Background: an optimization exercise with open tools, aiming at small area, a short achievable clock period and few clock cycles. Do not read the settings as production practice.
Power and IR drop assume default switching activity.

== cedar ==
==> flow/design.v <==
module SME(clk,reset,chardata,isstring,ispattern,valid,match,match_index);
input clk;
input reset;
input [7:0] chardata;
input isstring;
input ispattern;
output match;
output [4:0] match_index;
output valid;
integer i;
reg [7:0] S [0:31];      
reg [7:0] pst [2:7];     
reg [4:0] off;           
reg [4:0] wp;            
reg       str_ff;        
reg       pat_ff;        
reg [3:0] jcnt;          
reg       rep;           
reg       rend;          
reg       valid_r;
reg       caret;         
reg       stopped;       
reg [31:0] c;            
reg [31:0] M;            
reg [4:0] nb;            
reg [7:0] rb;            
reg       match_r;
reg [4:0] idx_r;
assign valid = valid_r;
assign match = match_r;
assign match_index = idx_r;
function [6:0] pe32;
    input [31:0] v;
    input [31:0] pb;
    input [4:0] add;
    reg [31:0] a, p;
    reg [5:0] sm [0:31];
    reg h;
    integer n, k;
    begin
        a = v; p = pb;
        for (k = 0; k < 32; k = k + 1) sm[k] = 6'd0;
        for (n = 0; n < 5; n = n + 1) begin
            for (k = 0; k < 32; k = k + 1) begin
                if (k % (2 << n) == 0) begin
                    h = ~a[k];
                    if (h) begin
                        sm[k] = sm[k + (1 << n)];
                        p[k] = p[k + (1 << n)];
                    end
                    sm[k] = (sm[k] & ((6'd1 << n) - 6'd1)) |
                            (({5'd0, sm[k][n]} + {5'd0, h} + {5'd0, add[n]}) << n);
                    a[k] = a[k] | a[k + (1 << n)];
                end
            end
        end
        pe32 = {a[0], p[0], sm[0][4:0]};
    end
endfunction
wire       pv   = ispattern | rep;
reg  [7:0] rnext;                
always @(*) begin
    case (jcnt[2:0])
        3'd1: rnext = pst[2];
        3'd2: rnext = pst[3];
        3'd3: rnext = pst[4];
        3'd4: rnext = pst[5];
        3'd5: rnext = pst[6];
        3'd6: rnext = pst[7];
        default: rnext = 8'h00;
    endcase
end
wire [7:0] src   = rep ? rb : chardata;
wire       first = (jcnt == 4'd0);
wire       isC   = (src == 8'h5E);
wire       zero  = (src == 8'h00);
wire       stopc = zero & (~caret | (jcnt != 4'd1));
wire       cmpn  = ~stopped & ~stopc;       
reg [31:0] eq;
always @(*) begin
    for (i = 0; i < 32; i = i + 1) eq[i] = (S[i] == src);
end
wire [31:0] x = (first ? 32'hFFFFFFFF : c) & eq;
wire term   = pat_ff & ~ispattern;
wire repgo  = term & caret & (jcnt == 4'd1);
wire endc   = (term & ~repgo) | rend;
wire noterm = ~caret & ~stopped & jcnt[3];
wire [31:0] pr = c & {c[0], c[31:1]};
wire [6:0] pa = pe32(c & M, pr & M, nb);
wire [6:0] pc = pe32(c, pr, nb);
wire [4:0] idx = pa[6] ? pa[4:0] : pc[4:0];
wire       nxt = pa[6] ? pa[5] : pc[5];
wire found = pc[6] & ~noterm;
wire [4:0] offn = idx + offm1;    
wire [4:0] offm1 = off - 5'd1;
reg [31:0] T0, T1;                
always @(*) begin
    for (i = 0; i < 32; i = i + 1) begin
        T0[i] = (i >= off);
        T1[i] = (i >= off + 1) | (off == 5'd31);
    end
end
wire [4:0] slot = str_ff ? wp : off;
always @(posedge clk or posedge reset) begin
    if (reset) begin
        for (i = 0; i < 32; i = i + 1) S[i] <= 8'h00;
    end else if (isstring) begin
        for (i = 0; i < 32; i = i + 1) if (slot == i) S[i] <= chardata;
    end
end
always @(posedge clk or posedge reset) begin
    if (reset) begin
        for (i = 2; i < 8; i = i + 1) pst[i] <= 8'hFF;
    end else begin
        for (i = 2; i < 8; i = i + 1)
            if ((ispattern | term) && jcnt == i) pst[i] <= ispattern ? chardata : 8'h00;
    end
end
always @(posedge clk or posedge reset) begin
    if (reset) begin
        off <= 5'd0;
        wp <= 5'd0;
        str_ff <= 1'b0;
        pat_ff <= 1'b0;
        jcnt <= 4'd0;
        rep <= 1'b0;
        rend <= 1'b0;
        valid_r <= 1'b0;
    end else begin
        str_ff <= isstring;
        pat_ff <= ispattern;
        if (endc & found) off <= offn;
        wp <= slot + 5'd1;
        if (pv) jcnt <= jcnt + 4'd1;
        else if (repgo) jcnt <= 4'd1;
        else jcnt <= 4'd0;
        rep <= repgo | (rep & (jcnt != 4'd7));
        rend <= rep & (jcnt == 4'd7);
        valid_r <= endc;
    end
end
always @(posedge clk) begin
    if (pv) begin
        if (first) begin
            caret <= isC;
            stopped <= 1'b0;
            c <= isC ? 32'hFFFFFFFF : {x[30:0], x[31]};
            M <= isC ? T0 : T1;
            nb <= isC ? 5'd2 - off : 5'd1 - off;
        end else begin
            if (stopc) stopped <= 1'b1;
            if (cmpn) begin
                c <= {x[30:0], x[31]};
                M <= M[30] ? {M[30:0], 1'b0} : 32'hFFFFFFFF;
                nb <= nb - 5'd1;
            end
        end
    end
    rb <= rep ? rnext : 8'h00;
    if (endc) begin
        match_r <= found & nxt;
        idx_r <= found ? idx : 5'd1;
    end
end
endmodule
make LEC_CHECK=0 CAP_MARGIN=20 CORE_MARGIN=2 CORE_UTILIZATION=40 SETUP_SLACK_MARGIN=3.7 SLEW_MARGIN=20 finish   # period 6.0 ns
run.sh (not shown) runs the stock make flow with config.mk's settings and CLKGATE_MAP_FILE= SYNTH_SCRIPT=/design/flow/synth_recipe.tcl, a recipe that flattens the netlist after the stock synthesis.
cedar: no failed stages, no open violations at the end
Modified inputs, amber compared to cedar
# cedar
export LEC_CHECK = 0
export CAP_MARGIN = 20
export CORE_MARGIN = 2
export CORE_UTILIZATION = 40
export SETUP_SLACK_MARGIN = 3.7
export SLEW_MARGIN = 20
create_clock -name core_clock -period 6.0 [get_ports {clk}]
# amber
export LEC_CHECK = 0
export CAP_MARGIN = 20
export CORE_MARGIN = 2
export CORE_UTILIZATION = 40
export SLEW_MARGIN = 20
create_clock -name core_clock -period 6.0 [get_ports {clk}]
### Flow results
- amber finished all stages; the layout is clean.
- All-layer global routing usage ended up 4.6 points lower on amber than on cedar.
- Diff cedar..amber | post-synthesis average cell area | unchanged
- [amber] switching power summed over all nets fell about 20% relative to cedar
- From cedar to amber the numbers moved as follows: number of multi-input combinational cells in the layout now sits at about the same level; non-clock buffer total of the final layout now sits lower; number of buffers inserted during clock tree synthesis now sits higher.
- The fraction of power spent switching nets of amber exceeds that of cedar by 0.41 points.
No functional check of the RTL was part of any run of this note.

==> re-timing with driven ports <==
The flow's constraints put no driver on any port. The routed layouts listed below were extracted and timed again, unchanged, in two steps. Step 1 (the two cells are an assumption about what drives the block):
set clk [get_ports {clk}]
set_driving_cell -lib_cell sky130_fd_sc_hd__clkbuf_16 $clk
set_driving_cell -lib_cell sky130_fd_sc_hd__buf_2 [delete_from_list [all_inputs] $clk]
Step 2, shift: input delay + t, output delay - t, t = (earliest + latest rising clock arrival at the registers) / 2. This alone moves slack from input paths to output paths. a / b / c = ideal / step 1 / step 2; a / b = the first two.
| run | t (ns) | setup slack, ns | latest minus earliest clock arrival (ns) | slew at the worst register clock pin (ns) |
|---|---|---|---|---|
| cedar | 0.645 | 1.549 / 1.549 / 1.549 | 0.031 / 0.031 | 0.06 / 0.06 |
| amber | 0.649 | 1.115 / 1.115 / 1.115 | 0.034 / 0.033 | 0.07 / 0.07 |
After both steps every run listed still meets setup and hold.
